This is an optimization exercise on Yosys and OpenROAD, whose aim is a short achievable clock period and few clock cycles, not a production implementation.
Function was checked by simulation only, so behaviour that the tests miss may differ from the original.
Power and IR drop assume default switching activity.

## MULTI_CYCLE_PROCESSOR
module MULTI_CYCLE_PROCESSOR#(parameter INSTRUCTION_LEN = 16, INSTRUCTION_MEM_SIZE = 8, DATA_LEN = 16)(input clk ,input reset, output reg [DATA_LEN-1:0] res,
	output [INSTRUCTION_MEM_SIZE-1:0] imem_addr, input [INSTRUCTION_LEN-1:0] imem_data,
	output [4:0] dmem_addr, input [DATA_LEN-1:0] dmem_rdata, output [DATA_LEN-1:0] dmem_wdata, output dmem_we);
	reg [7:0]  pc_f;                  
	reg        v_e, pred_e;           
	reg [1:0]  fn_e;
	reg        sub_e;                 
	reg        r_e, br_e, ld_e, st_e;
	reg [3:0]  rd_e, off_e;
	reg [15:0] wr_e, lw_e;            
	reg [7:0]  pc_e;
	reg [15:0] a_e, b_e;              
	reg        pa_e, pb_e;            
	reg        sa_s, sa_l, sa_r;      
	reg        sb_sp, sb_sn, sb_lp, sb_ln, sb_r;  
	reg        lb_e;                  
	reg [15:0] fs_p, fs_n;            
	reg [15:0] fl_p, fl_n;            
	reg        wl_w;                  
	reg        w_pend;                
	reg [15:0] wr_w;                  
	reg        m_we;                  
	reg        m_ld;                  
	reg [15:0] m_lw;                  
	reg [3:0]  m_rd;
	reg [4:0]  m_addr;
	reg [15:0] m_wdata;
	reg [15:0] rf [0:15];
	assign imem_addr  = pc_f;
	assign dmem_addr  = m_addr;
	assign dmem_wdata = m_wdata;
	assign dmem_we    = m_we;
	wire [15:0] a_op = ({16{sa_s}} & fs_p) | ({16{sa_l}} & fl_p) | ({16{sa_r}} & a_e);
	wire [15:0] b_op = ({16{sb_sp}} & fs_p) | ({16{sb_sn}} & fs_n) |
	                   ({16{sb_lp}} & fl_p) | ({16{sb_ln}} & fl_n) | ({16{sb_r}} & b_e);
	wire [15:0] fw_p = wl_w ? fl_p : fs_p;
	wire [15:0] gg = a_op & b_op;
	wire [15:0] t = a_op | b_op;
	wire [15:0] p = a_op ^ b_op;
	wire [15:0] x0 = {gg[15:1], gg[0] | sub_e};
	wire [15:0] y0 = {t[14:0], 1'b0};
	wire [15:0] x1, y1, x2, y2, x3, y3, x4;
	genvar k;
	generate
		for (k = 0; k < 16; k = k + 1) begin : lp
			if (k >= 1) begin : l1
				assign x1[k] = x0[k] | (y0[k] & x0[k-1]);
				assign y1[k] = y0[k] & y0[k-1];
			end else begin : l1n
				assign x1[k] = x0[k];
				assign y1[k] = y0[k];
			end
			if (k >= 2) begin : l2
				assign x2[k] = x1[k] | (y1[k] & x1[k-2]);
				assign y2[k] = y1[k] & y1[k-2];
			end else begin : l2n
				assign x2[k] = x1[k];
				assign y2[k] = y1[k];
			end
			if (k >= 4) begin : l3
				assign x3[k] = x2[k] | (y2[k] & x2[k-4]);
				assign y3[k] = y2[k] & y2[k-4];
			end else begin : l3n
				assign x3[k] = x2[k];
  ...
Size in the first run: about 510 flip-flops, roughly 80 I/O pins.
export LEC_CHECK = 0
export CAP_MARGIN = 20
export CORE_MARGIN = 2
export CORE_UTILIZATION = 30
export SLEW_MARGIN = 20
export TNS_END_PERCENT = 100
create_clock -name core_clock -period 8.0 [get_ports {clk}]
standard.sh (not shown) runs the stock make flow with config.mk's settings and CLKGATE_MAP_FILE= SYNTH_SCRIPT=/design/flow/synth_recipe.tcl, a recipe that flattens the netlist after the stock synthesis.
==> flow/flow/run.sh <==
#!/bin/bash
set -euo pipefail
export BUFFER_PORTS_ARGS="-buffer_cell sky130_fd_sc_hd__buf_4"
export SETUP_SLACK_MARGIN=5.5
bash standard.sh > standard.log 2>&1
The baseline finished with timing, DRC and antenna clean.
Testbench counts at the start, summed over its fixed seeds: cycles 58,057.
Edit:
--- a/flow/design.v
+++ b/flow/design.v
@@ -66,22 +66,23 @@
 			end
 			if (k >= 8) begin : l4
 				assign x4[k] = x3[k] | (y3[k] & x3[k-8]);
 			end else begin : l4n
 				assign x4[k] = x3[k];
 			end
 		end
 	endgenerate
 	wire [15:0] cy = t & x4;          
 	wire [15:0] sum = p ^ {cy[14:0], sub_e};
 	wire [15:0] lgc = fn_e[0] ? (a_op & b_op) : (a_op | b_op);
+	wire [15:0] alu = fn_e[1] ? lgc : sum;
 	wire w_e = v_e & r_e;             
 	wire cond = sum[15];
 	reg [7:0] tgt;
 	always @* begin
 		case (fn_e)
 			2'd0: tgt = pc_e + {4'd0, off_e};
 			2'd1: tgt = pc_e - {4'd0, off_e};
 			2'd2: tgt = pc_e | {4'd0, off_e};
 			default: tgt = pc_e & {4'd0, off_e};
 		endcase
 	end
@@ -111,74 +112,55 @@
 	wire st_f = (opc_f == 2'd3);
 	wire sub_f = br_f | (r_f & (ins[13:12] == 2'd1));
 	wire ea_f = w_e & (rd_e == f2_f);           
 	wire eb_f = w_e & (rd_e == f3_f);
 	wire la_f = v_e & ld_e & (rd_e == f2_f);    
 	wire lb_f = v_e & ld_e & (rd_e == f3_f);
 	wire stall = la_f | (lb_f & ~st_f);
 	wire [15:0] rv [0:15];
 	genvar g;
 	generate
 		for (g = 0; g < 16; g = g + 1) begin : rvw
-			assign rv[g] = (w_pend & wr_w[g]) ? fw_p : rf[g];
+			assign rv[g] = (w_pend & wr_w[g]) ? res : rf[g];
 		end
 	endgenerate
 	wire ma_f = m_ld & (m_rd == f2_f);
 	wire mb_f = m_ld & (m_rd == f3_f);
 	wire [15:0] ra = ma_f ? dmem_rdata : rv[f2_f];
 	wire [15:0] rb = mb_f ? dmem_rdata : rv[f3_f];
 	wire pred_f = (ins[15:12] == 4'b0101);
-	function [4:0] sub4(input [3:0] x, input [3:0] y);    
-		reg [4:0] b;
-		integer j;
-		begin
-			b[0] = 1'b0;
-			for (j = 0; j < 4; j = j + 1) begin
-				sub4[j] = x[j] ^ y[j] ^ b[j];
-				b[j+1] = (~x[j] & y[j]) | (~(x[j] ^ y[j]) & b[j]);
-			end
-			sub4[4] = b[4];
-		end
-	endfunction
-	wire [4:0] lo_sel [0:16];
-	assign lo_sel[0] = 5'd0;
-	generate
-		for (g = 0; g < 16; g = g + 1) begin : lot
-			assign lo_sel[g+1] = lo_sel[g] | ({5{f1_f == g}} & sub4(pc_f[3:0], g));
-		end
-	endgenerate
-	wire [4:0] lo_m = lo_sel[16];
+	wire [4:0] lo_m = {1'b0, pc_f[3:0]} - {1'b0, f1_f};
 	wire [3:0] hi_m1 = pc_f[7:4] - 4'd1;
 	wire [7:0] pc_back = {lo_m[4] ? hi_m1 : pc_f[7:4], lo_m[3:0]};
 	wire [7:0] pc_f1 = pc_f + 8'd1;
 	wire [7:0] pc_seq = stall ? pc_f : (pred_f ? pc_back : pc_f1);
 	wire [7:0] pc_if_t  = (chk & ~pred_e) ? tgt   : pc_seq;
 	wire [7:0] pc_if_nt = (chk &  pred_e) ? pc_e1 : pc_seq;
 	wire [7:0] pc_next  = cond ? pc_if_t : pc_if_nt;
 	wire mispredict = chk & (cond ^ pred_e);
 	always @(posedge clk or negedge reset) begin
 		if (~reset) begin
 			pc_f   <= 8'd0;
 			v_e    <= 1'b0;
 			w_pend <= 1'b0;
 			m_ld   <= 1'b0;
 			m_we   <= 1'b0;
 			res    <= 16'd0;
 		end else begin
 			pc_f   <= pc_next;
 			v_e    <= ~stall & ~mispredict;
 			w_pend <= w_e;
 			m_ld   <= v_e & ld_e;
 			m_we   <= v_e & st_e;
-			if (w_pend)
-				res <= fw_p;
+			if (w_e)
+				res <= alu;
 		end
 	end
 	integer i;
 	always @(posedge clk) begin
 		fs_p   <= sum;
 		fs_n   <= ~sum;
 		fl_p   <= lgc;
 		fl_n   <= ~lgc;
 		wl_w   <= fn_e[1];
 		pred_e <= pred_f;
 		fn_e   <= ins[13:12];
@@ -209,26 +191,26 @@
 		sb_r   <= ~eb_f;
 		lb_e   <= lb_f;
 		wr_w   <= wr_e;
 		m_rd   <= rd_e;
 		m_addr  <= maddr;
 		m_wdata <= lb_e ? dmem_rdata : b_op;
 	end
 	always @(posedge clk or negedge reset) begin
 		if (~reset)
 			rf[0] <= 16'd0;
 		else if (w_pend & wr_w[0])
-			rf[0] <= fw_p;
+			rf[0] <= res;
 		else if (m_lw[0])
 			rf[0] <= dmem_rdata;
 	end
 	generate
 		for (g = 1; g < 16; g = g + 1) begin : rfw
 			always @(posedge clk) begin
 				if (w_pend & wr_w[g])
-					rf[g] <= fw_p;
+					rf[g] <= res;
 				else if (m_lw[g])
 					rf[g] <= dmem_rdata;
 			end
 		end
 	endgenerate
 endmodule
Outcome: Critical path depth is lower by 12; die area is lower by 4.9%; synthesized cell count is lower by 11%; wire length is lower by 8.7%; via count is lower by 5.4%; global-route usage is lower by 1.9 points; non-clock buffer count is higher by 9; maximum frequency is higher by 5.0%; area after synthesis is lower by 4.9%; hold slack got worse by 7.0 ps; worst setup slack improved by 150 ps; sequential cell count stays the same; first-iteration DRC count is lower by 5.5%.
Testbench counts after the change, summed over its fixed seeds: cycles 58,057.

========
Another version of the RTL of MULTI_CYCLE_PROCESSOR (not shown whole).
Size in the first run: ~2,700 cells after synthesis, roughly 440 flip-flops, ~80 I/O pins, about 23,000 µm² of cells after synthesis.
==> module MULTI_CYCLE_PROCESSOR, before the edit <==
module MULTI_CYCLE_PROCESSOR#(parameter INSTRUCTION_LEN = 16, INSTRUCTION_MEM_SIZE = 8, DATA_LEN = 16)(input clk ,input reset, output reg [DATA_LEN-1:0] res,
	output [INSTRUCTION_MEM_SIZE-1:0] imem_addr, input [INSTRUCTION_LEN-1:0] imem_data,
	output [4:0] dmem_addr, input [DATA_LEN-1:0] dmem_rdata, output [DATA_LEN-1:0] dmem_wdata, output dmem_we);
	reg [7:0]  pc_f;                  
	reg        v_e, pred_e;           
	reg [1:0]  fn_e;
	reg        sub_e;                 
	reg        r_e, br_e, ld_e, st_e;
	reg [3:0]  rd_e, off_e;
	reg [15:0] wr_e, lw_e;            
	reg [7:0]  pc_e;
	reg [15:0] a_e, b_e;              
	reg        pa_e, pb_e;            
	reg        lb_e;                  
	reg [15:0] res_n;                 
	reg        w_pend;                
	reg [15:0] wr_w;                  
	reg        m_we;                  
	reg        m_ld;                  
	reg [15:0] m_lw;                  
	reg [4:0]  m_addr;
	reg [15:0] m_wdata;
	reg [15:0] rf [0:15];
	assign imem_addr  = pc_f;
	assign dmem_addr  = m_addr;
	assign dmem_wdata = m_wdata;
	assign dmem_we    = m_we;
	wire [15:0] a_op = pa_e ? res : a_e;
	wire [15:0] b_op = pb_e ? (sub_e ? res_n : res) : b_e;
	wire [15:0] g0 = a_op & b_op;
	wire [15:0] p0 = a_op ^ b_op;
	wire [15:0] gk0 = {g0[15:1], g0[0] | (p0[0] & sub_e)};
	wire [15:0] gk1, pk1, gk2, pk2, gk3, pk3, gk4;
	genvar k;
	generate
		for (k = 0; k < 16; k = k + 1) begin : ks
			if (k >= 1) begin : l1
				assign gk1[k] = gk0[k] | (p0[k] & gk0[k-1]);
				assign pk1[k] = p0[k] & p0[k-1];
			end else begin : l1n
				assign gk1[k] = gk0[k];
				assign pk1[k] = p0[k];
			end
			if (k >= 2) begin : l2
				assign gk2[k] = gk1[k] | (pk1[k] & gk1[k-2]);
				assign pk2[k] = pk1[k] & pk1[k-2];
			end else begin : l2n
				assign gk2[k] = gk1[k];
				assign pk2[k] = pk1[k];
			end
			if (k >= 4) begin : l3
				assign gk3[k] = gk2[k] | (pk2[k] & gk2[k-4]);
				assign pk3[k] = pk2[k] & pk2[k-4];
			end else begin : l3n
				assign gk3[k] = gk2[k];
				assign pk3[k] = pk2[k];
			end
			if (k >= 8) begin : l4
				assign gk4[k] = gk3[k] | (pk3[k] & gk3[k-8]);
			end else begin : l4n
				assign gk4[k] = gk3[k];
			end
		end
	endgenerate
	wire [15:0] sum = p0 ^ {gk4[14:0], sub_e};
	wire [15:0] alu = fn_e[1] ? (fn_e[0] ? (a_op & b_op) : (a_op | b_op)) : sum;
	wire w_e = v_e & r_e;             
	wire cond = sum[15];
	reg [7:0] tgt;
	always @* begin
		case (fn_e)
			2'd0: tgt = pc_e + {4'd0, off_e};
			2'd1: tgt = pc_e - {4'd0, off_e};
			2'd2: tgt = pc_e | {4'd0, off_e};
			default: tgt = pc_e & {4'd0, off_e};
		endcase
	end
	wire [7:0] pc_e1 = pc_e + 8'd1;
	wire chk = v_e & br_e;            
	wire [4:0] base = ld_e ? b_op[4:0] : a_op[4:0];
	reg  [4:0] maddr;
	always @* begin
		case (fn_e)
			2'd0: maddr = {1'b0, off_e} + base;
			2'd1: maddr = {1'b0, off_e} - base;
			2'd2: maddr = {1'b0, off_e} | base;
			default: maddr = {1'b0, off_e} & base;
		endcase
	end
	wire [15:0] ins = imem_data;
	wire [1:0] opc_f = ins[15:14];
	wire [3:0] f1_f = ins[11:8];
	wire [3:0] f2_f = ins[7:4];
	wire [3:0] f3_f = ins[3:0];
	wire r_f  = (opc_f == 2'd0);
	wire br_f = (opc_f == 2'd1);
	wire ld_f = (opc_f == 2'd2);
	wire st_f = (opc_f == 2'd3);
	wire sub_f = br_f | (r_f & (ins[13:12] == 2'd1));
	wire ea_f = w_e & (rd_e == f2_f);           
	wire eb_f = w_e & (rd_e == f3_f);
	wire la_f = v_e & ld_e & (rd_e == f2_f);    
	wire lb_f = v_e & ld_e & (rd_e == f3_f);
	wire stall = la_f | (lb_f & ~st_f);
	wire [15:0] rv [0:15];
	genvar g;
	generate
		for (g = 0; g < 16; g = g + 1) begin : rvw
			assign rv[g] = (w_pend & wr_w[g]) ? res : (m_lw[g] ? dmem_rdata : rf[g]);
		end
	endgenerate
	wire [15:0] ra = rv[f2_f];
	wire [15:0] rb = rv[f3_f];
	wire pred_f = (ins[15:12] == 4'b0101);
	wire [4:0] lo_m = {1'b0, pc_f[3:0]} - {1'b0, f1_f};
	wire [3:0] hi_m1 = pc_f[7:4] - 4'd1;
	wire [7:0] pc_back = {lo_m[4] ? hi_m1 : pc_f[7:4], lo_m[3:0]};
	wire [7:0] pc_f1 = pc_f + 8'd1;
	wire [7:0] pc_seq = stall ? pc_f : (pred_f ? pc_back : pc_f1);
	wire [7:0] pc_if_t  = (chk & ~pred_e) ? tgt   : pc_seq;
	wire [7:0] pc_if_nt = (chk &  pred_e) ? pc_e1 : pc_seq;
	wire [7:0] pc_next  = cond ? pc_if_t : pc_if_nt;
	wire mispredict = chk & (cond ^ pred_e);
	always @(posedge clk or negedge reset) begin
		if (~reset) begin
			pc_f   <= 8'd0;
			v_e    <= 1'b0;
			w_pend <= 1'b0;
			m_ld   <= 1'b0;
			m_we   <= 1'b0;
			res    <= 16'd0;
		end else begin
			pc_f   <= pc_next;
			v_e    <= ~stall & ~mispredict;
			w_pend <= w_e;
			m_ld   <= v_e & ld_e;
			m_we   <= v_e & st_e;
			if (w_e)
				res <= alu;
		end
	end
	integer i;
	always @(posedge clk) begin
		if (w_e)
			res_n <= ~alu;
		pred_e <= pred_f;
		fn_e   <= ins[13:12];
		sub_e  <= sub_f;
		r_e    <= r_f;
		br_e   <= br_f;
		ld_e   <= ld_f;
		st_e   <= st_f;
		rd_e   <= f1_f;
		for (i = 0; i < 16; i = i + 1) begin
			wr_e[i] <= r_f  & (f1_f == i);
			lw_e[i] <= ld_f & (f1_f == i);
			m_lw[i] <= v_e & lw_e[i];
		end
		off_e  <= ld_f ? f2_f : f1_f;
		pc_e   <= pc_f;
		a_e    <= ra;
		b_e    <= sub_f ? ~rb : rb;
		pa_e   <= ea_f;
		pb_e   <= eb_f;
		lb_e   <= lb_f;
		wr_w   <= wr_e;
		m_addr  <= maddr;
		m_wdata <= lb_e ? dmem_rdata : b_op;
	end
	always @(posedge clk or negedge reset) begin
		if (~reset)
			rf[0] <= 16'd0;
		else if (w_pend & wr_w[0])
			rf[0] <= res;
		else if (m_lw[0])
			rf[0] <= dmem_rdata;
	end
	generate
		for (g = 1; g < 16; g = g + 1) begin : rfw
			always @(posedge clk) begin
				if (w_pend & wr_w[g])
					rf[g] <= res;
				else if (m_lw[g])
					rf[g] <= dmem_rdata;
			end
		end
	endgenerate
endmodule
export LEC_CHECK = 0
export CAP_MARGIN = 20
export CORE_MARGIN = 2
export CORE_UTILIZATION = 30
export SLEW_MARGIN = 20
export TNS_END_PERCENT = 100
create_clock -name core_clock -period 8.0 [get_ports {clk}]
Scripts as last shown in full above: flow/flow/run.sh
Testbench counts at the start, summed over its fixed seeds: cycles 58,057.
Change:
--- a/flow/design.v
+++ b/flow/design.v
@@ -9,27 +9,27 @@
 	reg [3:0]  rd_e, off_e;
 	reg [15:0] wr_e, lw_e;            
 	reg [7:0]  pc_e;
 	reg [15:0] a_e, b_e;              
 	reg        pa_e, pb_e;            
 	reg        lb_e;                  
-	reg [15:0] res_n;                 
+	reg [15:0] fw_p, fw_n;            
 	reg        w_pend;                
 	reg [15:0] wr_w;                  
 	reg        m_we;                  
 	reg        m_ld;                  
 	reg [15:0] m_lw;                  
 	reg [4:0]  m_addr;
 	reg [15:0] m_wdata;
 	reg [15:0] rf [0:15];
 	assign imem_addr  = pc_f;
 	assign dmem_addr  = m_addr;
 	assign dmem_wdata = m_wdata;
 	assign dmem_we    = m_we;
-	wire [15:0] a_op = pa_e ? res : a_e;
-	wire [15:0] b_op = pb_e ? (sub_e ? res_n : res) : b_e;
+	wire [15:0] a_op = pa_e ? fw_p : a_e;
+	wire [15:0] b_op = pb_e ? (sub_e ? fw_n : fw_p) : b_e;
 	wire [15:0] g0 = a_op & b_op;
 	wire [15:0] p0 = a_op ^ b_op;
 	wire [15:0] gk0 = {g0[15:1], g0[0] | (p0[0] & sub_e)};
 	wire [15:0] gk1, pk1, gk2, pk2, gk3, pk3, gk4;
 	genvar k;
 	generate
@@ -74,22 +74,25 @@
 			2'd2: tgt = pc_e | {4'd0, off_e};
 			default: tgt = pc_e & {4'd0, off_e};
 		endcase
 	end
 	wire [7:0] pc_e1 = pc_e + 8'd1;
 	wire chk = v_e & br_e;            
-	wire [4:0] base = ld_e ? b_op[4:0] : a_op[4:0];
-	reg  [4:0] maddr;
-	always @* begin
-		case (fn_e)
-			2'd0: maddr = {1'b0, off_e} + base;
-			2'd1: maddr = {1'b0, off_e} - base;
-			2'd2: maddr = {1'b0, off_e} | base;
-			default: maddr = {1'b0, off_e} & base;
+	function [4:0] mop(input [1:0] fn, input [3:0] off, input [4:0] base);
+		case (fn)
+			2'd0: mop = {1'b0, off} + base;
+			2'd1: mop = {1'b0, off} - base;
+			2'd2: mop = {1'b0, off} | base;
+			default: mop = {1'b0, off} & base;
 		endcase
-	end
+	endfunction
+	wire [4:0] base_r = ld_e ? b_e[4:0] : a_e[4:0];
+	wire       base_f = ld_e ? pb_e : pa_e;
+	wire [4:0] maddr_r = mop(fn_e, off_e, base_r);
+	wire [4:0] maddr_f = mop(fn_e, off_e, fw_p[4:0]);
+	wire [4:0] maddr = base_f ? maddr_f : maddr_r;
 	wire [15:0] ins = imem_data;
 	wire [1:0] opc_f = ins[15:14];
 	wire [3:0] f1_f = ins[11:8];
 	wire [3:0] f2_f = ins[7:4];
 	wire [3:0] f3_f = ins[3:0];
 	wire r_f  = (opc_f == 2'd0);
@@ -138,14 +141,14 @@
 			if (w_e)
 				res <= alu;
 		end
 	end
 	integer i;
 	always @(posedge clk) begin
-		if (w_e)
-			res_n <= ~alu;
+		fw_p   <= alu;
+		fw_n   <= ~alu;
 		pred_e <= pred_f;
 		fn_e   <= ins[13:12];
 		sub_e  <= sub_f;
 		r_e    <= r_f;
 		br_e   <= br_f;
 		ld_e   <= ld_f;
=> The changed run went through all stages and came out clean. Routed wire length barely changes. Maximum frequency falls by about 8%. Flip-flop and latch count rose by 16. Clock-buffer cell count came out higher by 1. Sequential share of layout area climbs by 1.5 points. Final area fell by about 4%. Die area grows by 1.1%. Clock skew increases by 9.9 ps. Total power decreases by about 2%. Final cell count climbs by 2.5%. Synthesized area went up by 1.1%. Sequential power went up by about 4%.
Testbench counts after the change, summed over its fixed seeds: cycles 58,057.

[separate check: timing with driven ports]
The results above use ideal ports. As a check the final layouts listed here were re-extracted and re-timed, cells and wires unchanged. Step 1, drivers: a clkbuf_16 drives clk and a buf_2 each remaining input, both assumed. Step 2, shift: input delay + t, output delay - t, t = (earliest + latest rising clock arrival at the registers) / 2. This alone moves slack from input paths to output paths. Slacks: ideal / step 1 / step 2; pairs: ideal / step 1.
| run | t (ns) | setup WS [ns] | latest minus earliest clock arrival (ns) |
|---|---|---|---|
| the first run of note 1 | 0.708 | 4.872 / 4.848 / 4.140 | 0.037 / 0.036 |
| the second run of note 1 | 0.724 | 5.021 / 4.954 / 4.392 | 0.041 / 0.041 |
| the first run of note 2 | 0.678 | 5.050 / 5.015 / 4.542 | 0.026 / 0.026 |
| the second run of note 2 | 0.669 | 4.794 / 4.794 / 4.359 | 0.037 / 0.038 |
After both steps every run listed still meets setup and hold. The setup slack of the first run of note 1, which loses most, moves by -0.024 ns with the drivers and by -0.732 ns with both steps.
